From an optimization exercise on the open Yosys and OpenROAD flow, aimed at a short achievable clock period; shortcuts taken in it are not production practice. Only simulation tests tie the RTL to the original design; equivalence was not proved. No run shown here takes its clock network from TritonCTS; it comes from the design's own scripts or RTL. The flow treats the clock pin as an ideal source. Dropping or thinning the clock tree relies on that and would not hold on a real chip.

==> design/flow/design.v <==
module rotator
    #(
    parameter DATA_WIDTH     = 12,
    parameter ZW             = 16,    
    parameter ZWO            = 16,    
    parameter ROTATOR_NUMBER = 2,
    parameter [16:0] ATAN    = 1,
    parameter        LAST    = 0      
    )(
    input                                   clk,
    input  wire signed [DATA_WIDTH:0]       x_i,
    input  wire signed [DATA_WIDTH:0]       y_i,
    input  wire                             d_i,    
    input  wire                             dn_i,   
    input  wire                             d2_i,   
    input  wire                             dn2_i,  
    input  wire signed [ZW-1:0]             z_i,
    input              [1:0]                quarter_in,
    input                                   kill_in,
    output reg signed  [DATA_WIDTH:0]       x_o,
    output reg signed  [DATA_WIDTH:0]       y_o,
    output reg                              d_o,    
    output reg                              dn_o,   
    output wire                             d2_o,   
    output wire                             dn2_o,  
    output reg signed  [ZWO-1:0]            z_o,
    output reg         [1:0]                quarter_out,
    output reg                              kill_out
);
localparam W = DATA_WIDTH + 1;
localparam KE = ROTATOR_NUMBER < W - 1 ? ROTATOR_NUMBER : W - 1;
wire [W-1:0] x_o_next, y_o_next;
rot_half #(.W(W), .K(KE)) u_x (.a(x_i), .b(y_i), .sub(d_i),  .sub2(d2_i),  .s(x_o_next));
rot_half #(.W(W), .K(KE)) u_y (.a(y_i), .b(x_i), .sub(dn_i), .sub2(dn2_i), .s(y_o_next));
wire d_next = d_i ? (z_e > a_s) : (z_e > -a_s);
dreg u_d2  (.clk(clk), .d( d_next), .q(d2_o));
dreg u_dn2 (.clk(clk), .d(~d_next), .q(dn2_o));
wire signed [ZW:0] z_e = z_i;
wire signed [ZW:0] a_s = ATAN;
always @(posedge clk) begin
    quarter_out <= quarter_in;
    kill_out    <= kill_in;
    x_o <= x_o_next ^ {W{LAST[0] & (quarter_in[1] ^ quarter_in[0])}};
    y_o <= y_o_next ^ {W{LAST[0] & quarter_in[1]}};
    if (d_i) begin
        z_o <= z_e - a_s;
        d_o <= z_e > a_s;
        dn_o <= ~(z_e > a_s);
    end else begin
        z_o <= z_e + a_s;
        d_o <= z_e > -a_s;
        dn_o <= ~(z_e > -a_s);
    end
end
endmodule
module rot_half #(parameter W = 13, parameter K = 2) (
    input  [W-1:0] a,
    input  [W-1:0] b,
    input          sub,
    input          sub2,    
    output [W-1:0] s
);
localparam N = W - K;               
wire         sgn = b[W-1];
wire [N-1:0] a_lo = a[N-1:0];
localparam NH = N / 2;
wire [N-1:0] b_lo = b[W-1:K] ^ {{(N-NH){sub2}}, {NH{sub}}};
wire [K-1:0] a_hi = a[W-1:N];
wire [N-1:0] lo;
wire         c;
ks_addv #(.W(N)) u_lo (.a(a_lo), .b(b_lo), .cin(sub2), .s(lo), .co(c));
wire [K-1:0] hi_p1, hi_m1;
generate
    if (K == 1) begin : k1
        assign hi_p1 = ~a_hi;
        assign hi_m1 = ~a_hi;
    end else begin : kn
        wire [K-2:0] all1, all0;
        pf_and #(.W(K-1), .INV(0)) u_p1 (.a(a_hi[K-2:0]), .p(all1));
        pf_and #(.W(K-1), .INV(1)) u_m1 (.a(a_hi[K-2:0]), .p(all0));
        assign hi_p1 = a_hi ^ {all1, 1'b1};
        assign hi_m1 = a_hi ^ {all0, 1'b1};
    end
endgenerate
wire         e = ~(sub2 ^ sgn);
wire [K-1:0] hi_c1 = e ? hi_p1 : a_hi;
wire [K-1:0] hi_c0 = e ? a_hi  : hi_m1;
wire [K-1:0] hi;
genvar i;
generate
    for (i = 0; i < K; i = i + 1) begin : hm
        cell_mux2 u_m (.s(c), .a1(hi_c1[i]), .a0(hi_c0[i]), .y(hi[i]));
    end
endgenerate
assign s = {hi, lo};
endmodule
module add_small #(parameter W = 13) (
    input  [W-1:0] a,
    input  [2:0]   e,
    input          kill,
    output [W-1:0] s
);
localparam K = W - 2;
wire [K-1:0] a_hi = a[W-1:2];
wire [1:0]   lo = a[1:0] + e[1:0];
wire         gn0, gn1, tn1;
wire [1:0]   c;
ks_nand2 u_g0 (.a(a[0]), .b(e[0]), .y(gn0));
ks_nand2 u_g1 (.a(a[1]), .b(e[1]), .y(gn1));
ks_nor2  u_t1 (.a(a[1]), .b(e[1]), .y(tn1));
ks_oai21 u_c0 (.a1(tn1), .a2(gn0), .b1(gn1), .y(c[0]));
ks_oai21 u_c1 (.a1(tn1), .a2(gn0), .b1(gn1), .y(c[1]));
wire [K-2:0] all1, all0;
pf_and #(.W(K-1), .INV(0)) u_p1 (.a(a_hi[K-2:0]), .p(all1));
pf_and #(.W(K-1), .INV(1)) u_m1 (.a(a_hi[K-2:0]), .p(all0));
wire [K-1:0] hi_p1 = a_hi ^ {all1, 1'b1};
wire [K-1:0] hi_m1 = a_hi ^ {all0, 1'b1};
wire [K-1:0] mid   = {1'b1, {(K-1){1'b0}}};
wire [K-1:0] flip  = {1'b1, {(K-1){1'b0}}};
wire [K-1:0] hi_c1 = kill ? mid : (e[2] ? a_hi  : hi_p1) ^ flip;
wire [K-1:0] hi_c0 = kill ? mid : (e[2] ? hi_m1 : a_hi) ^ flip;
wire [K-1:0] hi;
genvar i;
generate
    for (i = 0; i < K; i = i + 1) begin : hm
        cell_mux2 u_m (.s(c[i * 2 / K]), .a1(hi_c1[i]), .a0(hi_c0[i]), .y(hi[i]));
    end
endgenerate
assign s = {hi, kill ? 2'b00 : lo};
endmodule
module vreg #(parameter W = 16) (input clk, input [W-1:0] d, output reg [W-1:0] q);
always @(posedge clk) q <= d;
endmodule
module or_reduce #(parameter W = 16) (input [W-1:0] a, output y);
assign y = |a;
endmodule
module dreg (input clk, input d, output reg q);
always @(posedge clk) q <= d;
endmodule
module cell_mux2 (input s, input a1, input a0, output y);
assign y = s ? a1 : a0;
endmodule
module ks_addv #(parameter W = 11) (
    input  [W-1:0] a,
    input  [W-1:0] b,
    input          cin,
    output [W-1:0] s,
    output         co
);
wire [W-1:0] c;      
generate
    if (W == 1) begin : w1
        assign c = (a & b) | ((a | b) & cin);
    end else begin : wn
        ks_prefixv #(.W(W), .CIN(2), .MODE(1)) u_p (.a(a), .b(b), .cin(cin), .c(c));
    end
endgenerate
generate
    if (W == 1) begin : s1
        assign s = a ^ b ^ cin;
    end else begin : sn
        ks_sumv #(.W(W)) u_s (.a(a), .b(b), .c(c[W-2:0]), .cin(cin), .s(s));
    end
endgenerate
assign co = c[W-1];
endmodule
module ks_cmpv #(parameter W = 16) (
    input  [W-1:0] a,
    input  [W-1:0] b,
    input          cin,
    output         co
);
ks_prefixv #(.W(W), .CIN(2), .MODE(2)) u_p (.a(a), .b(b), .cin(cin), .c(co));
endmodule
module pf_and #(parameter W = 4, parameter INV = 0) (
    input  [W-1:0] a,
    output [W-1:0] p
);
function integer nlev;
    input integer w;
    integer k;
begin
    nlev = 0;
    for (k = 1; k < w; k = k * 2) nlev = nlev + 1;
end
endfunction
localparam L = nlev(W);
wire [W-1:0] v [0:L];
assign v[0] = a;
genvar i, l;
generate
    for (l = 1; l <= L; l = l + 1) begin : lev
        for (i = 0; i < W; i = i + 1) begin : bt
            if (i >= (1 << (l-1))) begin : comb
                if ((INV + l) % 2) ks_nand2 u_c (.a(v[l-1][i]), .b(v[l-1][i-(1<<(l-1))]), .y(v[l][i]));
                else               ks_nor2  u_c (.a(v[l-1][i]), .b(v[l-1][i-(1<<(l-1))]), .y(v[l][i]));
            end else begin : pass
                ks_inv u_c (.a(v[l-1][i]), .y(v[l][i]));
            end
        end
    end
    if ((INV + L) % 2) begin : o_inv
        assign p = ~v[L];
    end else begin : o_pos
        assign p = v[L];
    end
endgenerate
endmodule
module ks_addc #(parameter W = 13, parameter CIN = 0) (
    input  [W-1:0] a,
    input  [W-1:0] b,
    output [W-1:0] s,
    output         co
);
wire [W-1:0] c;      
generate
    if (W == 1) begin : w1
        assign c = CIN ? (a | b) : (a & b);
    end else begin : wn
        ks_prefix #(.W(W), .CIN(CIN), .MODE(1)) u_p (.a(a), .b(b), .c(c));
    end
endgenerate
ks_sum #(.W(W), .CIN(CIN)) u_s (.a(a), .b(b), .c(c[W-2:0]), .s(s));
assign co = c[W-1];
endmodule
module ks_add #(parameter W = 13, parameter CIN = 0) (
    input  [W-1:0] a,
    input  [W-1:0] b,
    output [W-1:0] s
);
wire [W-2:0] c;      
ks_prefix #(.W(W), .CIN(CIN), .MODE(0)) u_p (.a(a), .b(b), .c(c));
ks_sum #(.W(W), .CIN(CIN)) u_s (.a(a), .b(b), .c(c), .s(s));
endmodule
module ks_cmp #(parameter W = 16, parameter CIN = 0) (
    input  [W-1:0] a,
    input  [W-1:0] b,
    output         co
);
ks_prefix #(.W(W), .CIN(CIN), .MODE(2)) u_p (.a(a), .b(b), .c(co));
endmodule
module ks_prefix #(parameter W = 13, parameter CIN = 0, parameter MODE = 0) (
    input  [W-1:0] a,
    input  [W-1:0] b,
    output [(MODE == 2 ? 1 : MODE == 1 ? W : W-1)-1:0] c
);
function integer nlev;
    input integer w;
    integer k;
begin
    nlev = 0;
    for (k = 1; k < w; k = k * 2) nlev = nlev + 1;
end
endfunction
localparam L = nlev(W);
function [255:0] need;
    input integer which;
    reg [255:0] ng, nt;
    integer l, i, k;
begin
    ng = 0;
    nt = 0;
    for (i = 0; i < W; i = i + 1)
        ng[L*32+i] = (MODE == 0) ? (i <= W-2) : (MODE == 1) ? 1'b1 : (i == W-1);
    for (l = L; l >= 1; l = l - 1) begin
        k = 1 << (l-1);
        for (i = 0; i < W; i = i + 1) begin
            if (i >= k) begin
                if (ng[l*32+i]) begin
                    ng[(l-1)*32+i]   = 1'b1;
                    nt[(l-1)*32+i]   = 1'b1;
                    ng[(l-1)*32+i-k] = 1'b1;
                end
                if (nt[l*32+i]) begin
                    nt[(l-1)*32+i]   = 1'b1;
                    nt[(l-1)*32+i-k] = 1'b1;
                end
            end else if (ng[l*32+i]) begin
                ng[(l-1)*32+i] = 1'b1;
            end
        end
    end
    need = which ? nt : ng;
end
endfunction
localparam [255:0] NG = need(0);
localparam [255:0] NT = need(1);
wire [W-1:0] g [0:L];
wire [W-1:0] t [0:L];
genvar i, l;
generate
    for (i = 0; i < W; i = i + 1) begin : pg
        if (i == 0) begin : b0
            if (NG[i]) begin : g0
                if (CIN == 1)      ks_nor2  u_g (.a(a[0]), .b(b[0]), .y(g[0][0]));
                else               ks_nand2 u_g (.a(a[0]), .b(b[0]), .y(g[0][0]));
            end
        end else begin : bi
            if (NG[i]) begin : gi
                ks_nand2 u_g (.a(a[i]), .b(b[i]), .y(g[0][i]));
            end
            if (NT[i]) begin : ti
                ks_nor2 u_t (.a(a[i]), .b(b[i]), .y(t[0][i]));
            end
        end
    end
    for (l = 1; l <= L; l = l + 1) begin : lev
        for (i = 0; i < W; i = i + 1) begin : bt
            if (i >= (1 << (l-1))) begin : comb
                if (NG[l*32+i]) begin : gn
                    if (l % 2) ks_oai21 u_g (.a1(t[l-1][i]), .a2(g[l-1][i-(1<<(l-1))]), .b1(g[l-1][i]), .y(g[l][i]));
                    else       ks_aoi21 u_g (.a1(t[l-1][i]), .a2(g[l-1][i-(1<<(l-1))]), .b1(g[l-1][i]), .y(g[l][i]));
                end
                if (NT[l*32+i]) begin : tn
                    if (l % 2) ks_nor2  u_t (.a(t[l-1][i]), .b(t[l-1][i-(1<<(l-1))]), .y(t[l][i]));
                    else       ks_nand2 u_t (.a(t[l-1][i]), .b(t[l-1][i-(1<<(l-1))]), .y(t[l][i]));
                end
            end else if (NG[l*32+i]) begin : pass
                ks_inv u_g (.a(g[l-1][i]), .y(g[l][i]));
            end
        end
    end
    if (MODE == 2) begin : o2
        if (L % 2) assign c = g[L][W-1];
        else       assign c = ~g[L][W-1];
    end else begin : o01
        if (L % 2) assign c = g[L][(MODE == 1 ? W : W-1)-1:0];
        else       assign c = ~g[L][(MODE == 1 ? W : W-1)-1:0];
    end
endgenerate
endmodule
module ks_prefixv #(parameter W = 13, parameter CIN = 0, parameter MODE = 0) (
    input  [W-1:0] a,
    input  [W-1:0] b,
    input          cin,      
    output [(MODE == 2 ? 1 : MODE == 1 ? W : W-1)-1:0] c
);
function integer nlev;
    input integer w;
    integer k;
begin
    nlev = 0;
    for (k = 1; k < w; k = k * 2) nlev = nlev + 1;
end
endfunction
localparam L = nlev(W);
function [255:0] need;
    input integer which;
    reg [255:0] ng, nt;
    integer l, i, k;
begin
    ng = 0;
    nt = 0;
    for (i = 0; i < W; i = i + 1)
        ng[L*32+i] = (MODE == 0) ? (i <= W-2) : (MODE == 1) ? 1'b1 : (i == W-1);
    for (l = L; l >= 1; l = l - 1) begin
        k = 1 << (l-1);
        for (i = 0; i < W; i = i + 1) begin
            if (i >= k) begin
                if (ng[l*32+i]) begin
                    ng[(l-1)*32+i]   = 1'b1;
                    nt[(l-1)*32+i]   = 1'b1;
                    ng[(l-1)*32+i-k] = 1'b1;
                end
                if (nt[l*32+i]) begin
                    nt[(l-1)*32+i]   = 1'b1;
                    nt[(l-1)*32+i-k] = 1'b1;
                end
            end else if (ng[l*32+i]) begin
                ng[(l-1)*32+i] = 1'b1;
            end
        end
    end
    need = which ? nt : ng;
end
endfunction
localparam [255:0] NG = need(0);
localparam [255:0] NT = need(1);
wire [W-1:0] g [0:L];
wire [W-1:0] t [0:L];
genvar i, l;
generate
    for (i = 0; i < W; i = i + 1) begin : pg
        if (i == 0) begin : b0
            if (NG[i]) begin : g0
                if (CIN == 2)      ks_maj_n u_g (.a(a[0]), .b(b[0]), .c(cin), .y(g[0][0]));
                else if (CIN == 1) ks_nor2  u_g (.a(a[0]), .b(b[0]), .y(g[0][0]));
                else               ks_nand2 u_g (.a(a[0]), .b(b[0]), .y(g[0][0]));
            end
        end else begin : bi
            if (NG[i]) begin : gi
                ks_nand2 u_g (.a(a[i]), .b(b[i]), .y(g[0][i]));
            end
            if (NT[i]) begin : ti
                ks_nor2 u_t (.a(a[i]), .b(b[i]), .y(t[0][i]));
            end
        end
    end
    for (l = 1; l <= L; l = l + 1) begin : lev
        for (i = 0; i < W; i = i + 1) begin : bt
            if (i >= (1 << (l-1))) begin : comb
                if (NG[l*32+i]) begin : gn
                    if (l % 2) ks_oai21 u_g (.a1(t[l-1][i]), .a2(g[l-1][i-(1<<(l-1))]), .b1(g[l-1][i]), .y(g[l][i]));
                    else       ks_aoi21 u_g (.a1(t[l-1][i]), .a2(g[l-1][i-(1<<(l-1))]), .b1(g[l-1][i]), .y(g[l][i]));
                end
                if (NT[l*32+i]) begin : tn
                    if (l % 2) ks_nor2  u_t (.a(t[l-1][i]), .b(t[l-1][i-(1<<(l-1))]), .y(t[l][i]));
                    else       ks_nand2 u_t (.a(t[l-1][i]), .b(t[l-1][i-(1<<(l-1))]), .y(t[l][i]));
                end
            end else if (NG[l*32+i]) begin : pass
                ks_inv u_g (.a(g[l-1][i]), .y(g[l][i]));
            end
        end
    end
    if (MODE == 2) begin : o2
        if (L % 2) assign c = g[L][W-1];
        else       assign c = ~g[L][W-1];
    end else begin : o01
        if (L % 2) assign c = g[L][(MODE == 1 ? W : W-1)-1:0];
        else       assign c = ~g[L][(MODE == 1 ? W : W-1)-1:0];
    end
endgenerate
endmodule
module ks_sum #(parameter W = 13, parameter CIN = 0) (
    input  [W-1:0] a,
    input  [W-1:0] b,
    input  [W-2:0] c,       
    output [W-1:0] s
);
wire [W-1:0] p;
genvar i;
generate
    for (i = 0; i < W; i = i + 1) begin : bt
        ks_xor2 u_p (.a(a[i]), .b(b[i]), .y(p[i]));
        if (i > 0) begin : hi
            ks_xor2 u_s (.a(p[i]), .b(c[i-1]), .y(s[i]));
        end
    end
endgenerate
assign s[0] = CIN ? ~p[0] : p[0];
endmodule
module ks_sumv #(parameter W = 13) (
    input  [W-1:0] a,
    input  [W-1:0] b,
    input  [W-2:0] c,       
    input          cin,
    output [W-1:0] s
);
wire [W-1:0] p;
genvar i;
generate
    for (i = 0; i < W; i = i + 1) begin : bt
        ks_xor2 u_p (.a(a[i]), .b(b[i]), .y(p[i]));
        if (i > 0) begin : hi
            ks_xor2 u_s (.a(p[i]), .b(c[i-1]), .y(s[i]));
        end
    end
endgenerate
assign s[0] = p[0] ^ cin;
endmodule
module ks_xor2 (input a, input b, output y);
assign y = a ^ b;
endmodule
module ks_nand2 (input a, input b, output y);
assign y = ~(a & b);
endmodule
module ks_nor2 (input a, input b, output y);
assign y = ~(a | b);
endmodule
module ks_oai21 (input a1, input a2, input b1, output y);
assign y = ~((a1 | a2) & b1);
endmodule
module ks_aoi21 (input a1, input a2, input b1, output y);
assign y = ~((a1 & a2) | b1);
endmodule
module ks_maj_n (input a, input b, input c, output y);
assign y = ~((a & b) | ((a | b) & c));
endmodule
module ks_inv (input a, output y);
assign y = ~a;
endmodule
module cordic#(
    parameter DATA_WIDTH    = 12,
    parameter ANGLE_WIDTH   = 16
    )(
    input                           clk,
    input                           rst,       
    input         [DATA_WIDTH:0]    am_i,      
    input         [DATA_WIDTH:0]    ap_i,      
    input         [DATA_WIDTH:0]    x01_i,     
    input         [DATA_WIDTH:0]    y01_i,     
    input                           kill_i,    
    input         [1:0]             quarter_in,
    input         [ANGLE_WIDTH-1:0] theta_next,  
    output reg    [DATA_WIDTH:0]    sin_o,
    output reg    [DATA_WIDTH:0]    cos_o
    );
localparam N = 16;
localparam W = DATA_WIDTH + 1;
function [16:0] tanangle;
    input integer i;
begin
    case (i)
    0: tanangle = 25723;
    1: tanangle = 15204;
    2: tanangle = 8028;
    3: tanangle = 4076;
    4: tanangle = 2045;
    5: tanangle = 1022;
    6: tanangle = 511;
    7: tanangle = 256;
    8: tanangle = 128;
    9: tanangle = 65;
    10: tanangle = 32;
    11: tanangle = 16;
    12: tanangle = 8;
    13: tanangle = 4;
    14: tanangle = 2;
    default: tanangle = 1;
    endcase
end
endfunction
function integer zwidth;
    input integer k;
begin
    if (k <= 1)      zwidth = 17;
    else if (k <= 3) zwidth = 16;
    else             zwidth = 15;
end
endfunction
reg [ANGLE_WIDTH-1:0] A;
always @(posedge clk) A <= theta_next;
wire [2:0] d0v;
or_reduce #(.W(ANGLE_WIDTH)) u_or0 (.a(A), .y(d0v[0]));
or_reduce #(.W(ANGLE_WIDTH)) u_or1 (.a(A), .y(d0v[1]));
or_reduce #(.W(ANGLE_WIDTH)) u_or2 (.a(A), .y(d0v[2]));
wire [2:0] gt_a0;
wire gt_a01, gt_a0m1;
genvar j;
generate
    for (j = 0; j < 3; j = j + 1) begin : c0
        ks_cmp #(.W(16), .CIN(0)) u_c0 (.a(A), .b(~16'd25723), .co(gt_a0[j]));
    end
endgenerate
ks_cmp #(.W(16), .CIN(0)) u_c1 (.a(A), .b(~16'd40927), .co(gt_a01));
ks_cmp #(.W(16), .CIN(0)) u_c2 (.a(A), .b(~16'd10519), .co(gt_a0m1));
wire [W-1:0] x2_11 = am_i,  y2_11 = ap_i;
wire [W-1:0] x2_10 = ap_i,  y2_10 = am_i;
wire [W-1:0] x2_01 = x01_i, y2_01 = y01_i;
wire [16:0] Ae = {1'b0, A};
wire [16:0] z2_11, z2_10;
ks_add #(.W(17), .CIN(1)) u_z11 (.a(Ae), .b(~17'd40927), .s(z2_11));
ks_add #(.W(17), .CIN(1)) u_z10 (.a(Ae), .b(~17'd10519), .s(z2_10));
wire [16:0] z2_0x = 17'd10519;                     
wire [W-1:0] x2_g1 = d0v[0] ? x2_11 : x2_01;
wire [W-1:0] x2_g0 = d0v[0] ? x2_10 : x2_01;
wire [W-1:0] y2_g1 = d0v[1] ? y2_11 : y2_01;
wire [W-1:0] y2_g0 = d0v[1] ? y2_10 : y2_01;
wire [15:0]  z2_g1 = d0v[2] ? z2_11[15:0] : z2_0x[15:0];
wire [15:0]  z2_g0 = d0v[2] ? z2_10[15:0] : z2_0x[15:0];
wire         d2_g1 = ~d0v[2] | gt_a01;
wire         d2_g0 = ~d0v[2] | gt_a0m1;
wire [W-1:0] x2_n, y2_n;
wire [15:0]  z2_n;
wire         d2_n;
generate
    for (j = 0; j < W; j = j + 1) begin : m1
        cell_mux2 u_x (.s(gt_a0[0]), .a1(x2_g1[j]), .a0(x2_g0[j]), .y(x2_n[j]));
        cell_mux2 u_y (.s(gt_a0[1]), .a1(y2_g1[j]), .a0(y2_g0[j]), .y(y2_n[j]));
    end
    for (j = 0; j < 16; j = j + 1) begin : m2
        cell_mux2 u_z (.s(gt_a0[2]), .a1(z2_g1[j]), .a0(z2_g0[j]), .y(z2_n[j]));
    end
endgenerate
cell_mux2 u_d (.s(gt_a0[2]), .a1(d2_g1), .a0(d2_g0), .y(d2_n));
reg signed [W-1:0] x2, y2;
reg signed [15:0]  z2;
reg                d2, d2n;
reg        [1:0]   q2;
reg                k2;
always @(posedge clk) begin
    q2 <= quarter_in;
    k2 <= kill_i | rst;
    x2 <= x2_n;
    y2 <= y2_n;
    z2 <= z2_n;
    d2 <= d2_n;
    d2n <= ~d2_n;
end
wire d2b, d2nb;
dreg u_d2b  (.clk(clk), .d( d2_n), .q(d2b));
dreg u_d2nb (.clk(clk), .d(~d2_n), .q(d2nb));
wire signed [W-1:0] xs [N:2];
wire signed [W-1:0] ys [N:2];
wire signed [17:0]  zs [N:2];
wire                ds [N:2];
wire                dns[N:2];
wire                d2s[N:2];
wire                dn2s[N:2];
wire        [1:0]   qs [N:2];
wire                ks [N:2];
assign xs[2] = x2;
assign ys[2] = y2;
assign zs[2] = z2;
assign ds[2] = d2;
assign dns[2] = d2n;
assign d2s[2] = d2b;
assign dn2s[2] = d2nb;
assign qs[2] = q2;
assign ks[2] = k2;
genvar i;
generate
    for (i = 2; i < N-1; i = i + 1) begin : stage
        wire signed [zwidth(i+1)-1:0] z_o;
        rotator #(
            .DATA_WIDTH    (DATA_WIDTH),
            .ZW            (zwidth(i)),
            .ZWO           (zwidth(i+1)),
            .ROTATOR_NUMBER(i),
            .ATAN          (tanangle(i)),
            .LAST          (i == N-2)
        ) rotator (
            .clk        (clk),
            .x_i        (xs[i]),
            .y_i        (ys[i]),
            .d_i        (ds[i]),
            .dn_i       (dns[i]),
            .d2_i       (d2s[i]),
            .dn2_i      (dn2s[i]),
            .z_i        (zs[i][zwidth(i)-1:0]),
            .quarter_in (qs[i]),
            .kill_in    (ks[i] | rst),
            .x_o        (xs[i+1]),
            .y_o        (ys[i+1]),
            .d_o        (ds[i+1]),
            .dn_o       (dns[i+1]),
            .d2_o       (d2s[i+1]),
            .dn2_o      (dn2s[i+1]),
            .z_o        (z_o),
            .quarter_out(qs[i+1]),
            .kill_out   (ks[i+1])
        );
        assign zs[i+1] = z_o;
    end
endgenerate
wire        [1:0]   q15 = qs[N-1];
wire neg_s = q15[1];
wire neg_c = q15[1] ^ q15[0];
wire [W-1:0] x15c = xs[N-1];
wire [W-1:0] y15c = ys[N-1];
wire                d15 = ds[N-1];
wire ux = y15c[W-1] ^ neg_s;    
wire uy = x15c[W-1] ^ neg_c;    
wire signed [2:0] dx = ux ? (d15 ? 3'sd1 : -3'sd1) : 3'sd0;
wire signed [2:0] dy = uy ? (d15 ? -3'sd1 : 3'sd1) : 3'sd0;
wire signed [2:0] ey = neg_s ? 3'sd1 - dy : dy;
wire signed [2:0] ex = neg_c ? 3'sd1 - dx : dx;
wire kill = rst | ks[N-1];
wire [W-1:0] s_val, c_val;
add_small #(.W(W)) u_s (.a(y15c), .e(ey), .kill(kill), .s(s_val));
add_small #(.W(W)) u_c (.a(x15c), .e(ex), .kill(kill), .s(c_val));
always @(posedge clk) begin
    sin_o <= s_val;
    cos_o <= c_val;
end
endmodule
module Sine_wave
    #(
        parameter DATA_WIDTH    = 12,
        parameter ANGLE_WIDTH   = 16
    )(
    input                       clk,
    input                       reset,
    input                       ce,
    input  [DATA_WIDTH:0]       ampl,
    input  [ANGLE_WIDTH-1:0]    step,
    output [DATA_WIDTH:0]       sin_wave,
    output [DATA_WIDTH:0]       cos_wave
);
localparam angle_90 = 51315;
reg [ANGLE_WIDTH-1:0] step_r;     
reg [ANGLE_WIDTH-1:0] nstep_r;    
reg [ANGLE_WIDTH:0]   nlim_r;     
reg                   fdn_r;      
reg                   clr_r;      
reg [DATA_WIDTH:0]    am_r, ap_r, x01_r, y01_r;
reg                   k0;         
localparam W = DATA_WIDTH + 1;
wire [W-1:0] P = {ampl[W-1], ampl[W-1:1]};
wire [W-1:0] am, ap, apo, pma;
ks_add  #(.W(W), .CIN(1)) u_am  (.a(ampl), .b(~P),   .s(am));           
ks_add  #(.W(W), .CIN(0)) u_ap  (.a(ampl), .b(P),    .s(ap));           
ks_addv #(.W(W))          u_apo (.a(ampl), .b(P), .cin(ampl[0]), .s(apo), .co());  
ks_add  #(.W(W), .CIN(1)) u_pma (.a(P),    .b(~ampl), .s(pma));         
wire [W-1:0] x01 = (ampl == {1'b1, {(W-1){1'b0}}}) ? {2'b11, {(W-2){1'b0}}} : apo;
wire [ANGLE_WIDTH:0] nlim = (step > angle_90) ? ~17'h10000 : ~(angle_90 - step);
always @(posedge clk) begin
    if (!ce) begin
        step_r  <= {ANGLE_WIDTH{1'b0}};
        nstep_r <= {ANGLE_WIDTH{1'b1}};
        nlim_r  <= ~17'h10000;
        fdn_r   <= 1'b1;
    end else if (reset) begin
        step_r  <= {ANGLE_WIDTH{1'b0}};
        nstep_r <= {ANGLE_WIDTH{1'b0}};
        nlim_r  <= 17'h1ffff;
        fdn_r   <= 1'b0;
    end else begin
        step_r  <= step;
        nstep_r <= ~step;
        nlim_r  <= nlim;
        fdn_r   <= 1'b0;
    end
    clr_r   <= ce & reset;
    am_r    <= am;
    ap_r    <= ap;
    x01_r   <= x01;
    y01_r   <= pma;
    k0      <= reset;
end
reg [ANGLE_WIDTH-1:0] angle;
reg [1:0]             state;
wire [ANGLE_WIDTH-1:0] a_sum, a_diff;
ks_add #(.W(ANGLE_WIDTH), .CIN(0)) u_sum  (.a(angle), .b(step_r),  .s(a_sum));
ks_add #(.W(ANGLE_WIDTH), .CIN(1)) u_diff (.a(angle), .b(nstep_r), .s(a_diff));
wire [ANGLE_WIDTH-1:0] angle_c;
wire [3:0] up_n, down;
genvar h, i;
generate
    for (h = 0; h < 4; h = h + 1) begin : cp
        ks_cmp  #(.W(ANGLE_WIDTH+1), .CIN(1)) u_up (.a({1'b0, angle_c}), .b(nlim_r), .co(up_n[h]));
        ks_cmpv #(.W(ANGLE_WIDTH))            u_dn (.a(angle_c), .b(nstep_r), .cin(fdn_r), .co(down[h]));
    end
endgenerate
wire       even = ~state[0];
wire [3:0] move = even ? ~up_n : down;
wire [ANGLE_WIDTH-1:0] moved = even ? a_sum : a_diff;
wire [ANGLE_WIDTH-1:0] held  = clr_r ? {ANGLE_WIDTH{1'b0}} : angle;
wire [ANGLE_WIDTH-1:0] angle_next;
generate
    for (i = 0; i < ANGLE_WIDTH; i = i + 1) begin : nx
        cell_mux2 u_m (.s(move[i / (ANGLE_WIDTH / 4)]), .a1(moved[i]), .a0(held[i]), .y(angle_next[i]));
    end
endgenerate
vreg #(.W(ANGLE_WIDTH)) u_angle_c (.clk(clk), .d(angle_next), .q(angle_c));
always @(posedge clk) begin
    angle <= angle_next;
    state <= clr_r ? 2'd0 : state + {1'b0, ~move[0]};
end
cordic #(
    .DATA_WIDTH    (DATA_WIDTH),
    .ANGLE_WIDTH   (ANGLE_WIDTH)
    ) cordic (
    .clk        (clk),
    .rst        (reset),
    .am_i       (am_r),
    .ap_i       (ap_r),
    .x01_i      (x01_r),
    .y01_i      (y01_r),
    .kill_i     (k0),
    .quarter_in (state),
    .theta_next (angle_next),
    .sin_o      (sin_wave),
    .cos_o      (cos_wave)
);
endmodule
==> design/flow/flow/run.sh <==
#!/bin/bash
# Layout flow: the standard ORFS flow, except that the clock tree is
# built by flow/cts_custom.tcl (two buffer levels: the clock port drives
# four root buffers, each root drives a column of leaf buffers, each leaf
# drives a balanced cluster of flip-flops).  Each tool's output goes to a
# log file of its own in this folder.
set -euo pipefail
export TREE_COLS=4
export TREE_ROWS=10

# synthesis, floorplan and placement: standard
bash standard.sh place > 1_standard_to_place.log 2>&1

# clock tree: the make command of standard.sh, running our script
MAKECMD=$(grep '^make ' standard.sh | sed 's/"\${@:-finish}"//')
eval "$MAKECMD run RUN_SCRIPT=$PWD/flow/cts_custom.tcl RUN_LOG_NAME_STEM=4_1_cts" > 2_custom_cts.log 2>&1

# routing and finishing: standard (CTS results are up to date)
bash standard.sh finish > 3_standard_finish.log 2>&1
==> design/flow/flow/cts_custom.tcl <==
# Clock tree built by hand: the clock port drives a few root buffers, each
# root drives a column of leaf buffers, each leaf drives one balanced
# cluster of flip-flops.  Then the usual post-CTS steps of ORFS's cts.tcl.
utl::set_metrics_stage "cts__{}"
source $::env(SCRIPTS_DIR)/load.tcl
erase_non_stage_variables cts
load_design 3_place.odb 3_place.sdc
set_dont_use $::env(DONT_USE_CELLS)

set NCOL   [expr {[info exists ::env(TREE_COLS)] ? $::env(TREE_COLS) : 4}]
set NROW   [expr {[info exists ::env(TREE_ROWS)] ? $::env(TREE_ROWS) : 5}]
set LEAF   [expr {[info exists ::env(TREE_LEAF)] ? $::env(TREE_LEAF) : "sky130_fd_sc_hd__clkbuf_16"}]
set ROOT   [expr {[info exists ::env(TREE_ROOT)] ? $::env(TREE_ROOT) : "sky130_fd_sc_hd__clkbuf_16"}]

set db    [ord::get_db]
set block [ord::get_db_block]
set clk   [$block findNet clk]
set leafm [$db findMaster $LEAF]
set rootm [$db findMaster $ROOT]

# sinks: every instance pin on the clock net
set sinks {}
foreach it [$clk getITerms] {
  set inst [$it getInst]
  set b [$inst getBBox]
  lappend sinks [list $it [expr {([$b xMin] + [$b xMax]) / 2}] [expr {([$b yMin] + [$b yMax]) / 2}]]
}
set n [llength $sinks]
puts "tree: $n sinks, $NCOL columns x $NROW rows"

# balanced grid: columns by x, then rows by y inside each column
set byx [lsort -integer -index 1 $sinks]
set cols {}
for {set c 0} {$c < $NCOL} {incr c} {
  set lo [expr {$c * $n / $NCOL}]
  set hi [expr {($c + 1) * $n / $NCOL - 1}]
  lappend cols [lrange $byx $lo $hi]
}

proc centroid {pts} {
  set sx 0; set sy 0
  foreach p $pts { set sx [expr {$sx + [lindex $p 1]}]; set sy [expr {$sy + [lindex $p 2]}] }
  set k [llength $pts]
  return [list [expr {$sx / $k}] [expr {$sy / $k}]]
}

set c 0
foreach col $cols {
  set m [llength $col]
  set byy [lsort -integer -index 2 $col]
  # root of this column
  set rnet [odb::dbNet_create $block "clknet_root_$c"]
  $rnet setSigType CLOCK
  set rinst [odb::dbInst_create $block $rootm "clkbuf_root_$c"]
  set leafpos {}
  for {set r 0} {$r < $NROW} {incr r} {
    set lo [expr {$r * $m / $NROW}]
    set hi [expr {($r + 1) * $m / $NROW - 1}]
    set grp [lrange $byy $lo $hi]
    lassign [centroid $grp] lx ly
    lappend leafpos [list x $lx $ly]
    set lnet [odb::dbNet_create $block "clknet_leaf_${c}_$r"]
    $lnet setSigType CLOCK
    set linst [odb::dbInst_create $block $leafm "clkbuf_leaf_${c}_$r"]
    $linst setLocation [expr {$lx - [$leafm getWidth] / 2}] $ly
    $linst setPlacementStatus PLACED
    [$linst findITerm A] connect $rnet
    [$linst findITerm X] connect $lnet
    foreach p $grp {
      set it [lindex $p 0]
      $it disconnect
      $it connect $lnet
    }
  }
  lassign [centroid $leafpos] rx ry
  $rinst setLocation [expr {$rx - [$rootm getWidth] / 2}] $ry
  $rinst setPlacementStatus PLACED
  [$rinst findITerm A] connect $clk
  [$rinst findITerm X] connect $rnet
  incr c
}

set_propagated_clock [all_clocks]
estimate_parasitics -placement
report_clock_latency

set_placement_padding -global \
  -left $::env(CELL_PAD_IN_SITES_DETAIL_PLACEMENT) \
  -right $::env(CELL_PAD_IN_SITES_DETAIL_PLACEMENT)
detailed_placement
estimate_parasitics -placement
report_clock_latency

if { !$::env(SKIP_CTS_REPAIR_TIMING) } {
  repair_timing_helper
  detailed_placement
  check_placement -verbose
}

report_clock_latency
report_metrics 4 "cts final"
orfs_write_db $::env(RESULTS_DIR)/4_1_cts.odb
orfs_write_sdc $::env(RESULTS_DIR)/4_cts.sdc
==> design/flow/standard.sh <==
#!/bin/bash
# synth_recipe.tcl (not shown) runs the flow's synth.tcl, then flattens the netlist and writes it again
# the make line also repeats each setting of config.mk as NAME=value (left out here)
make -C /OpenROAD-flow-scripts/flow DESIGN_CONFIG=/design/flow/config.mk WORK_HOME=/design/flow/orfs CLKGATE_MAP_FILE= SYNTH_SCRIPT=/design/flow/synth_recipe.tcl "${@:-finish}"
==> design/flow/config.mk <==
export PLATFORM = sky130hd
export DESIGN_NAME = Sine_wave
export DESIGN_NICKNAME = Sine_wave
export VERILOG_FILES = /design/flow/design.v
export SDC_FILE = /design/flow/constraint.sdc
export NUM_CORES = 4
export LEC_CHECK = 0
export ABC_CLOCK_PERIOD_IN_PS = 1500
export CAP_MARGIN = 20
export CORE_MARGIN = 2
export CORE_UTILIZATION = 40
export SETUP_SLACK_MARGIN = 2.3
export SLEW_MARGIN = 20
export SYNTH_HIERARCHICAL = 1
export SYNTH_MINIMUM_KEEP_SIZE = 0
==> design/flow/constraint.sdc <==
create_clock -name core_clock -period 3.8 [get_ports {clk}]
set_input_delay 0.7600 -clock core_clock [delete_from_list [all_inputs] [get_ports {clk}]]
set_output_delay 0.7600 -clock core_clock [all_outputs]
set_load 0.01 [all_outputs]
==> summary.md, run 1 <==
| Metric | Value |
|---|---|
| Post-route minimum period | `2.00 ns` |
| Worst-margin pin slew | `0.987 ns` |
| GPL Wtd Cong | `0.877` |
| Starting density of the core | `40.3%` |
| Port Buf Inserts | `57` |
| Crit end category | `flip-flop` |
| DRC viols | `0` |
| DP HPWL | `111000 um` |
| Gr ovfl total | `0` |
| Hold Fails Final Rpt | `0` |
| DP Cell Count | `10500` |
| Row count | `142` |
| Initial DRC Count | `2832` |
| Via count | `52500` |
| Die Wd | `392 um` |
| # hold bufs at CTS | `0` |
| GRT Overall Usage | `19.1%` |
| Mapped Area | `0.0603 mm^2` |
| Ports | `58` |
| Fillers | `13700` |
| Critical Path RT | `4.11 ns` |
| Final cell count without fillers | `11200` |
| RSZ-0062 raised after global routing | `true` |
| Reg2Reg Setup Slack | `1.80 ns` |
| Diode count | `0` |
| Ys Warns | `64` |
| Final setup vio count | `0` |
| Startpoint types | `flip-flop` |
| Final period util | `52.7%` |
| Cells after Synth | `8247` |
| CP max FO | `3` |
| Synthesized area per cell | `7.32 um^2` |
| Status | `complete, no violations` |
| Hold Crit Class | `flip-flop to flip-flop` |
| Core Area | `0.150 mm^2` |
| Layout Skew | `0.0211 ns` |
| Antenna-violating nets left | `0` |
| DIE HEIGHT | `392 um` |
| Sum of negative setup slack | `0 ns` |
| Clk latency of the worst-skew pair | `0.42 ns` |
| First-pass GRT wire length | `247000 um` |
| Initial antenna violation count | `0` |
| Largest net degree at the start of global routing | `40` |
| F_max | `0.499 GHz` |
| WL/cell | `14.3 um` |
| Number of global-route vias before repair | `49400` |
| Router iterations before antenna repair | `5` |
| Routed wire length | `159000 um` |
| Fin. max-slew vios | `0` |
| Clk slew on worst S/H paths | `0.09 ns` |
| Area of the die | `0.154 mm^2` |
| Nets | `9254` |
| Share of cells above drive strength 1 | `35.5%` |
| Crit path DAT | `2.31 ns` |
| Max Cap Viol | `0` |
| Post-synthesis to final-layout area growth | `32.7%` |
| Critical path type | `flip-flop to flip-flop` |
| Rel. slew slack | `34.1%` |
| Vias per cell | `4.70` |
==> layer usage <==
metal	part of all wire [%]	track usage, %	up-vias
li1	-	-	27000
met5	0	0	-
met4	2.7	4.10	0
met2	51	35.4	761
met3	2.2	0.459	230
met1	44	24.6	24500
==> state kept, by name, summed over array words and instances (netlist names), 16 cells and up <==
| name | count |
|---|---|
| cordic.stage.rotator.x_o | 169 |
| u_angle_c.q | 16 |
| step_r | 16 |
| cordic.A | 16 |
| angle | 16 |
| cordic.stage.rotator.quarter_out | 26 |
| cordic.z2 | 16 |
| nstep_r | 16 |
| cordic.stage.rotator.z_o | 181 |
| nlim_r | 17 |
| cordic.stage.rotator.y_o | 169 |
==> final timing paths <==
check             cells past startpoint                                      end                               startpoint
setup / recovery                      9                           u_angle_c.q[9]                                step_r[6]
hold / removal                        0  cordic.stage[13].rotator.quarter_out[1]  cordic.stage[12].rotator.quarter_out[1]
setup reg to reg                      9                           u_angle_c.q[9]                                step_r[6]
hold reg to reg                       0  cordic.stage[13].rotator.quarter_out[1]  cordic.stage[12].rotator.quarter_out[1]
==> placed cells by master (no fill, tap or decap), drive strengths merged, types with 18 or more instances in the layout <==
cell type and count:
nand2 1588, nor2 1307, inv 1301, dfxtp 833
buf 716, xor2 699, o21ai 565, xnor2 512
a21oi 338, mux2 299, conb 253, nand2b 62
clkbuf 55, nor2b 55, and2 53, ha 49
nor4 38, nand3 36, a21o 31, nor3 31
nand4 28, or2 25, o22ai 18
==> through the flow <==
stage               cell area (um^2)  hold slack [ns]  utilization [%]  worst slack (ns)
floorplan                      64400            0.310                -              1.82
finish                         80000            0.331             53.4              1.80
global placement               66800            0.311             44.6             0.554
global route                   80000            0.340             53.4              1.73
detailed placement             66800            0.312             44.6             0.468
==> critical path: stages, from the launching register on <==
cell and delay, ns:
dfxtp_4 0.38, nor2_4 0.19, o21ai_4 0.08, a21oi_2 0.19, o21ai_1 0.10, a21oi_2 0.17
inv_2 0.08, xor2_2 0.14, mux2_4 0.27, mux2_4 0.27
==> area by class of cell <==
type                    count  area, um^2  area share, %
multi-input cells        6230       46400           58.0
inverters                1320        5130           6.41
flip-flops and latches    833       17700           22.1
repair inverters            2        13.8         0.0172
well taps                2016        2520           3.15
repair buffers            735        7210           9.01
plain buffers              44        1100           1.38
==> timing repair <==
| action | in CTS | in global routing |
|---|---|---|
| gates cloned | 9 | 7 |
| endpoints found under the setup margin | 647 | 612 |
| hold endpoints to repair | 0 | 0 |
| pin swaps | 389 | 383 |
| buffers inserted | 438 | 200 |
| resized for setup | 1222 | 823 |
==> run 2, diff against run 1 <==
--- a/design/flow/design.v
+++ b/design/flow/design.v
@@ -33,5 +33,12 @@
 rot_half #(.W(W), .K(KE)) u_x (.a(x_i), .b(y_i), .sub(d_i),  .sub2(d2_i),  .s(x_o_next));
 rot_half #(.W(W), .K(KE)) u_y (.a(y_i), .b(x_i), .sub(dn_i), .sub2(dn2_i), .s(y_o_next));
-wire d_next = d_i ? (z_e > a_s) : (z_e > -a_s);
+wire [ZW-1:0] z_u = {~z_i[ZW-1], z_i[ZW-2:0]};
+wire gt_p, gt_m;
+kcmp #(.W(ZW), .C((1 << (ZW-1)) + ATAN)) u_gp (.a(z_u), .y(gt_p));
+kcmp #(.W(ZW), .C((1 << (ZW-1)) - ATAN)) u_gm (.a(z_u), .y(gt_m));
+wire d_next = d_i ? gt_p : gt_m;
+wire [ZWO-1:0] z_sub, z_add;
+zadd #(.W(ZWO), .C(-ATAN)) u_zs (.a(z_e[ZWO-1:0]), .s(z_sub));
+zadd #(.W(ZWO), .C( ATAN)) u_za (.a(z_e[ZWO-1:0]), .s(z_add));
 dreg u_d2  (.clk(clk), .d( d_next), .q(d2_o));
 dreg u_dn2 (.clk(clk), .d(~d_next), .q(dn2_o));
@@ -41,15 +48,9 @@
     quarter_out <= quarter_in;
     kill_out    <= kill_in;
+    d_o  <= d_next;
+    dn_o <= ~d_next;
     x_o <= x_o_next ^ {W{LAST[0] & (quarter_in[1] ^ quarter_in[0])}};
     y_o <= y_o_next ^ {W{LAST[0] & quarter_in[1]}};
-    if (d_i) begin
-        z_o <= z_e - a_s;
-        d_o <= z_e > a_s;
-        dn_o <= ~(z_e > a_s);
-    end else begin
-        z_o <= z_e + a_s;
-        d_o <= z_e > -a_s;
-        dn_o <= ~(z_e > -a_s);
-    end
+    z_o <= d_i ? z_sub : z_add;
 end
 endmodule
@@ -129,4 +130,121 @@
 assign s = {hi, kill ? 2'b00 : lo};
 endmodule
+module kcmp #(parameter W = 15, parameter [31:0] C = 0) (
+    input  [W-1:0] a,
+    output         y
+);
+function integer nlev;
+    input integer w;
+    integer k;
+begin
+    nlev = 0;
+    for (k = 1; k < w; k = k * 2) nlev = nlev + 1;
+end
+endfunction
+localparam L = nlev(W);
+localparam [31:0] K = ~C;
+function [1023:0] kinds;
+    input integer which;
+    reg [1023:0] kg, kt;
+    integer l, i, k, gh, th, gl, tl, g, t;
+begin
+    kg = 0;
+    kt = 0;
+    for (i = 0; i < W; i = i + 1) begin
+        kg[i*2 +: 2] = K[i] ? 2 : 0;
+        kt[i*2 +: 2] = K[i] ? 1 : 2;
+    end
+    for (l = 1; l <= L; l = l + 1) begin
+        k = 1 << (l-1);
+        for (i = 0; i < W; i = i + 1) begin
+            gh = kg[((l-1)*32+i)*2 +: 2];
+            th = kt[((l-1)*32+i)*2 +: 2];
+            if (i >= k) begin
+                gl = kg[((l-1)*32+i-k)*2 +: 2];
+                tl = kt[((l-1)*32+i-k)*2 +: 2];
+                if (gh == 1)                 g = 1;
+                else if (th == 0 || gl == 0) g = gh;
+                else if (th == 1 && gl == 1) g = 1;
+                else                         g = 2;
+                if (th == 0 || tl == 0)      t = 0;
+                else if (th == 1)            t = tl;
+                else if (tl == 1)            t = th;
+                else                         t = 2;
+            end else begin
+                g = gh;
+                t = th;
+            end
+            kg[(l*32+i)*2 +: 2] = g;
+            kt[(l*32+i)*2 +: 2] = t;
+        end
+    end
+    kinds = which ? kt : kg;
+end
+endfunction
+localparam [1023:0] KG = kinds(0);
+localparam [1023:0] KT = kinds(1);
+wire [W-1:0] g [0:L];
+wire [W-1:0] t [0:L];
+genvar i, l;
+generate
+    for (i = 0; i < W; i = i + 1) begin : lv0
+        if (K[i]) begin : one
+            assign g[0][i] = a[i];
+            assign t[0][i] = 1'b1;
+        end else begin : zero
+            assign g[0][i] = 1'b0;
+            assign t[0][i] = a[i];
+        end
+    end
+    for (l = 1; l <= L; l = l + 1) begin : lev
+        for (i = 0; i < W; i = i + 1) begin : bt
+            localparam integer GH = KG[((l-1)*32+i)*2 +: 2];
+            localparam integer TH = KT[((l-1)*32+i)*2 +: 2];
+            localparam integer GO = KG[(l*32+i)*2 +: 2];
+            localparam integer TO = KT[(l*32+i)*2 +: 2];
+            if (i >= (1 << (l-1))) begin : comb
+                localparam integer GL = KG[((l-1)*32+i-(1<<(l-1)))*2 +: 2];
+                localparam integer TL = KT[((l-1)*32+i-(1<<(l-1)))*2 +: 2];
+                if (GO == 0)      begin : g0 assign g[l][i] = 1'b0; end
+                else if (GO == 1) begin : g1 assign g[l][i] = 1'b1; end
+                else if (TH == 0 || GL == 0) begin : gw assign g[l][i] = g[l-1][i]; end
+                else if (TH == 1) begin : gt1
+                    if (GH == 0) begin : w assign g[l][i] = g[l-1][i-(1<<(l-1))]; end
+                    else begin : o kc_or2 u_g (.a(g[l-1][i]), .b(g[l-1][i-(1<<(l-1))]), .y(g[l][i])); end
+                end else if (GL == 1) begin : gl1
+                    if (GH == 0) begin : w assign g[l][i] = t[l-1][i]; end
+                    else begin : o kc_or2 u_g (.a(g[l-1][i]), .b(t[l-1][i]), .y(g[l][i])); end
+                end else if (GH == 0) begin : ga
+                    kc_and2 u_g (.a(t[l-1][i]), .b(g[l-1][i-(1<<(l-1))]), .y(g[l][i]));
+                end else begin : gao
+                    kc_ao21 u_g (.a1(t[l-1][i]), .a2(g[l-1][i-(1<<(l-1))]), .b1(g[l-1][i]), .y(g[l][i]));
+                end
+                if (TO == 0)      begin : t0 assign t[l][i] = 1'b0; end
+                else if (TO == 1) begin : t1 assign t[l][i] = 1'b1; end
+                else if (TH == 1) begin : tl assign t[l][i] = t[l-1][i-(1<<(l-1))]; end
+                else if (TL == 1) begin : tw assign t[l][i] = t[l-1][i]; end
+                else if (i >= (1 << l)) begin : ta
+                    kc_and2 u_t (.a(t[l-1][i]), .b(t[l-1][i-(1<<(l-1))]), .y(t[l][i]));
+                end else begin : tu
+                    assign t[l][i] = 1'b0;     
+                end
+            end else begin : pass
+                assign g[l][i] = g[l-1][i];
+                assign t[l][i] = t[l-1][i];
+            end
+        end
+    end
+endgenerate
+assign y = g[L][W-1];
+endmodule
+module kc_and2 (input a, input b, output y);
+assign y = a & b;
+endmodule
+module kc_or2 (input a, input b, output y);
+assign y = a | b;
+endmodule
+module kc_ao21 (input a1, input a2, input b1, output y);
+assign y = (a1 & a2) | b1;
+endmodule
 module vreg #(parameter W = 16) (input clk, input [W-1:0] d, output reg [W-1:0] q);
 always @(posedge clk) q <= d;
@@ -480,4 +598,10 @@
 assign y = ~a;
 endmodule
+module zadd #(parameter W = 16, parameter integer C = 0) (
+    input  [W-1:0] a,
+    output [W-1:0] s
+);
+assign s = a + C;
+endmodule
 module cordic#(
     parameter DATA_WIDTH    = 12,
@@ -540,16 +664,16 @@
 generate
     for (j = 0; j < 3; j = j + 1) begin : c0
-        ks_cmp #(.W(16), .CIN(0)) u_c0 (.a(A), .b(~16'd25723), .co(gt_a0[j]));
+        kcmp #(.W(16), .C(25723)) u_c0 (.a(A), .y(gt_a0[j]));
     end
 endgenerate
-ks_cmp #(.W(16), .CIN(0)) u_c1 (.a(A), .b(~16'd40927), .co(gt_a01));
-ks_cmp #(.W(16), .CIN(0)) u_c2 (.a(A), .b(~16'd10519), .co(gt_a0m1));
+kcmp #(.W(16), .C(40927)) u_c1 (.a(A), .y(gt_a01));
+kcmp #(.W(16), .C(10519)) u_c2 (.a(A), .y(gt_a0m1));
 wire [W-1:0] x2_11 = am_i,  y2_11 = ap_i;
 wire [W-1:0] x2_10 = ap_i,  y2_10 = am_i;
 wire [W-1:0] x2_01 = x01_i, y2_01 = y01_i;
 wire [16:0] Ae = {1'b0, A};
-wire [16:0] z2_11, z2_10;
-ks_add #(.W(17), .CIN(1)) u_z11 (.a(Ae), .b(~17'd40927), .s(z2_11));
-ks_add #(.W(17), .CIN(1)) u_z10 (.a(Ae), .b(~17'd10519), .s(z2_10));
+wire [15:0] z2_11, z2_10;          
+zadd #(.W(16), .C(-40927)) u_z11 (.a(A), .s(z2_11));
+zadd #(.W(16), .C(-10519)) u_z10 (.a(A), .s(z2_10));
 wire [16:0] z2_0x = 17'd10519;                     
 wire [W-1:0] x2_g1 = d0v[0] ? x2_11 : x2_01;
@@ -557,6 +681,6 @@
 wire [W-1:0] y2_g1 = d0v[1] ? y2_11 : y2_01;
 wire [W-1:0] y2_g0 = d0v[1] ? y2_10 : y2_01;
-wire [15:0]  z2_g1 = d0v[2] ? z2_11[15:0] : z2_0x[15:0];
-wire [15:0]  z2_g0 = d0v[2] ? z2_10[15:0] : z2_0x[15:0];
+wire [15:0]  z2_g1 = d0v[2] ? z2_11 : z2_0x[15:0];
+wire [15:0]  z2_g0 = d0v[2] ? z2_10 : z2_0x[15:0];
 wire         d2_g1 = ~d0v[2] | gt_a01;
 wire         d2_g0 = ~d0v[2] | gt_a0m1;
==> run 2 against run 1 <==
Effect of this change:
- synthesized cell count up 0.61%
- via count barely moved
- clock skew increased by 0.0023 ns
- die area up 5.4%
- cell area rose by 2.5%
- core utilization down 1.6 points
- flip-flop and latch count is the same
- largest cell class unchanged
- worst hold slack barely moved
- cell count shrank 1.5%
==> summary.md, run 2 <==
| Metric | Value |
|---|---|
| Status | `complete, no violations` |
| Largest net degree at the start of global routing | `40 (unchanged)` |
| RSZ-0062 raised after global routing | `true` |
| Commonest non-fill, non-tap cell in the layout | `nand2_1` |
| Fin. max-slew vios | `0 (unchanged)` |
| Sum of negative setup slack | `0 ns (unchanged)` |
| Routed wire length | `160000 um (+0.31%)` |
| Hold slack final | `0.331 ns (-0.000317 ns)` |
| Clk slew on worst S/H paths | `0.08 ns (about the same)` |
| Ys Warns | `91 (+42%)` |
| Hold Fails Final Rpt | `0 (unchanged)` |
| Final period util | `53.8% (+1.1 points)` |
| Hold path startpoint | `cordic.stage[2].rotator.quarter_out[1]` |
| Crit-path cells | `nor2_4 -> o21ai_4 -> a21oi_4 -> o21ai_1 -> a21oi_2 -> inv_1 -> xor2_1 -> mux2_4 -> mux2_4` |
| Max reg flops | `181 (unchanged)` |
| Core Area | `0.158 mm^2 (+5.6%)` |
| Synthesized area per cell | `7.67 um^2 (+4.8%)` |
| Top Registers | `cordic.stage.rotator.z_o: 181 flops, cordic.stage.rotator.x_o: 169 flops, cordic.stage.rotator.y_o: 169 flops` |
| Post-route cell area | `0.0821 mm^2 (+2.5%)` |
| Nets | `9012 (-2.6%)` |
| Crit-path most repeated cell | `mux2_4` |
| Post-synthesis to final-layout area growth | `28.9%` |
| Crit-path max cell delay | `0.40 ns (+0.02 ns)` |
| Router iterations before antenna repair | `6 (+1)` |
| Initial antenna violation count | `1 (+1)` |
| Cells after Synth | `8297 (+0.61%)` |
| Layout Skew | `0.0233 ns (+0.00227 ns)` |
| DIE HEIGHT | `403 um (+2.7%)` |
| Post-route minimum period | `2.05 ns (+0.0415 ns)` |
| Worst-margin pin slew | `0.776 ns (-0.211 ns)` |
| PnR worst setup slack | `1.75 ns (-0.0415 ns)` |
| Clk latency of the worst-skew pair | `0.42 ns (about the same)` |
| R2r worst-path depth | `9 (unchanged)` |
| Worst hold endpoint | `cordic.stage[3].rotator.quarter_out[1]` |
| Gr busiest metal | `met2` |
| Mapped Area | `0.0636 mm^2 (+5.5%)` |
| Post-place setup slack | `0.481 ns (+0.0129 ns)` |
| Reg2reg end | `cordic.A[10]` |
| Ports | `58 (unchanged)` |
| Vias per cell | `4.77 (+1.5%)` |
| Met1 Track Usage GR | `22.0% (-2.6 points)` |
| Delay-heaviest family, CP | `multiplexers` |
| Crit path from | `nstep_r[7]` |
| Initial DRC Count | `2726 (-3.7%)` |
| Met3 Use GR | `0.539% (+0.080 points)` |
| Max Cap Viol | `0 (unchanged)` |
| Antenna-violating nets left | `0 (unchanged)` |
| First-pass GRT wire length | `250000 um (+1.1%)` |
| Critical Path RT | `4.09 ns (-0.02 ns)` |
| Crit path DAT | `2.33 ns (+0.02 ns)` |
| Port Buf Inserts | `57 (unchanged)` |
| Hold Crit Class | `flip-flop to flip-flop` |
| Final setup vio count | `0 (unchanged)` |
| Met2 Use GR | `35.1% (-0.26 points)` |
| Number of global-route vias before repair | `50300 (+1.7%)` |
| Commonest non-fill, non-tap cells in the layout | `1286 x nand2_1, 1075 x inv_1, 793 x nor2_1` |
| GPL Wtd Cong | `0.846 (-3.5%)` |
| WL/cell | `14.5 um (+1.8%)` |
| Crit end category | `flip-flop` |
| F_max | `0.489 GHz (-2.0%)` |
| Worst hold stages | `0 (unchanged)` |
| Startpoint types | `flip-flop` |
| Row count | `146 (+2.8%)` |
| CP max FO | `8 (+5)` |
| Post-Place Cell Area | `0.0683 mm^2 (+2.3%)` |
| Starting density of the core | `40.2% (-0.054 points)` |
| DP HPWL | `109000 um (-1.4%)` |
| Die Wd | `403 um (+2.7%)` |
| DRC viols | `0 (unchanged)` |
| Via count | `52500 (+0.042%)` |
| Worst r2r src | `nstep_r[7]` |
| Final cell count without fillers | `11000 (-1.5%)` |
| Critical path type | `flip-flop to flip-flop` |
| Gr ovfl total | `0 (unchanged)` |
| DP Cell Count | `10300 (-1.9%)` |
| Share of cells above drive strength 1 | `38.2% (+2.7 points)` |
| Reg with most FFs | `cordic.stage.rotator.z_o` |
| Crit path buf inv count | `1 (unchanged)` |
| Rel. slew slack | `48.2% (+14 points)` |
| Reg2Reg Setup Slack | `1.75 ns (-0.04 ns)` |
| Area of the die | `0.162 mm^2 (+5.4%)` |
| GRT Overall Usage | `18.2% (-0.96 points)` |
| Slowest cell on the critical path | `dfxtp_4` |
run 2: metal layers:
metal	share of wire (%)	up-vias
li1	-	26800
met1	42	24600
met2	53	775
met3	2.0	249
met4	2.9	0
met5	0	-
run 2: through the flow:
step | util (%)
global route | 51.9
global placement | 43.2
floorplan | -
finish | 51.9
detailed placement | 43.2
run 2: final cells by class:
type / count / area [um^2]
fillers: 14200 / 76100
multi-input cells: 6028 / 48100
flip-flops and latches: 833 / 17800
repair buffers: 765 / 7520
inverters: 1271 / 4930
well taps: 2072 / 2590
plain buffers: 44 / 1100
repair inverters: 2 / 15.0
diodes: 2 / 5.00
run 2: worst max-delay path by stage:
stage / end / slack [ns] / depth (start not counted)
6_report: cordic.A[10] / 1.75 / 9
5_1_grt: u_angle_c.q[14] / 1.72 / 9
4_1_cts: cordic.A[10] / 1.81 / 9
3_5_place_dp: x01_r[5] / 0.48 / 5
3_3_place_gp: x01_r[10] / 0.51 / 5
2_1_floorplan: x01_r[10] / 1.82 / 5
run 2: what timing repair did:
action	4_1_cts	5_1_grt
buffers inserted	491	170
setup endpoints to repair	696	647
cloned	19	9
pin swaps	382	323
hold buffers	0	0
resized for setup	1323	762

## separate check: timing with driven ports
No port has a modelled driver above. Below, the same layouts with a new extraction and two added sets of constraints. Step 1 assumes that a clkbuf_16 drives the clock port and a buf_2 every other input. Step 2 adds t to the input delays and takes it off the output delays; t is the mean of the earliest and latest rising clock arrival at the registers after step 1. Input paths then give back, and output paths get back, about the clock's delay inside the block. Three values: ideal ports, drivers, drivers and shift; two values: the first two.
run	t, ns	slack for setup (ns)	latest minus earliest clock arrival (ns)	worst data-port slew with drivers (ns)
run 1	0.544	1.796 / 1.796 / 1.567	0.045 / 0.045	0.15
run 2	0.538	1.755 / 1.755 / 1.522	0.026 / 0.027	0.07
After both steps every run listed still meets setup and hold. For run 2, which loses most, drivers alone change the setup slack by 0.000 ns; drivers and shift together by -0.233 ns.
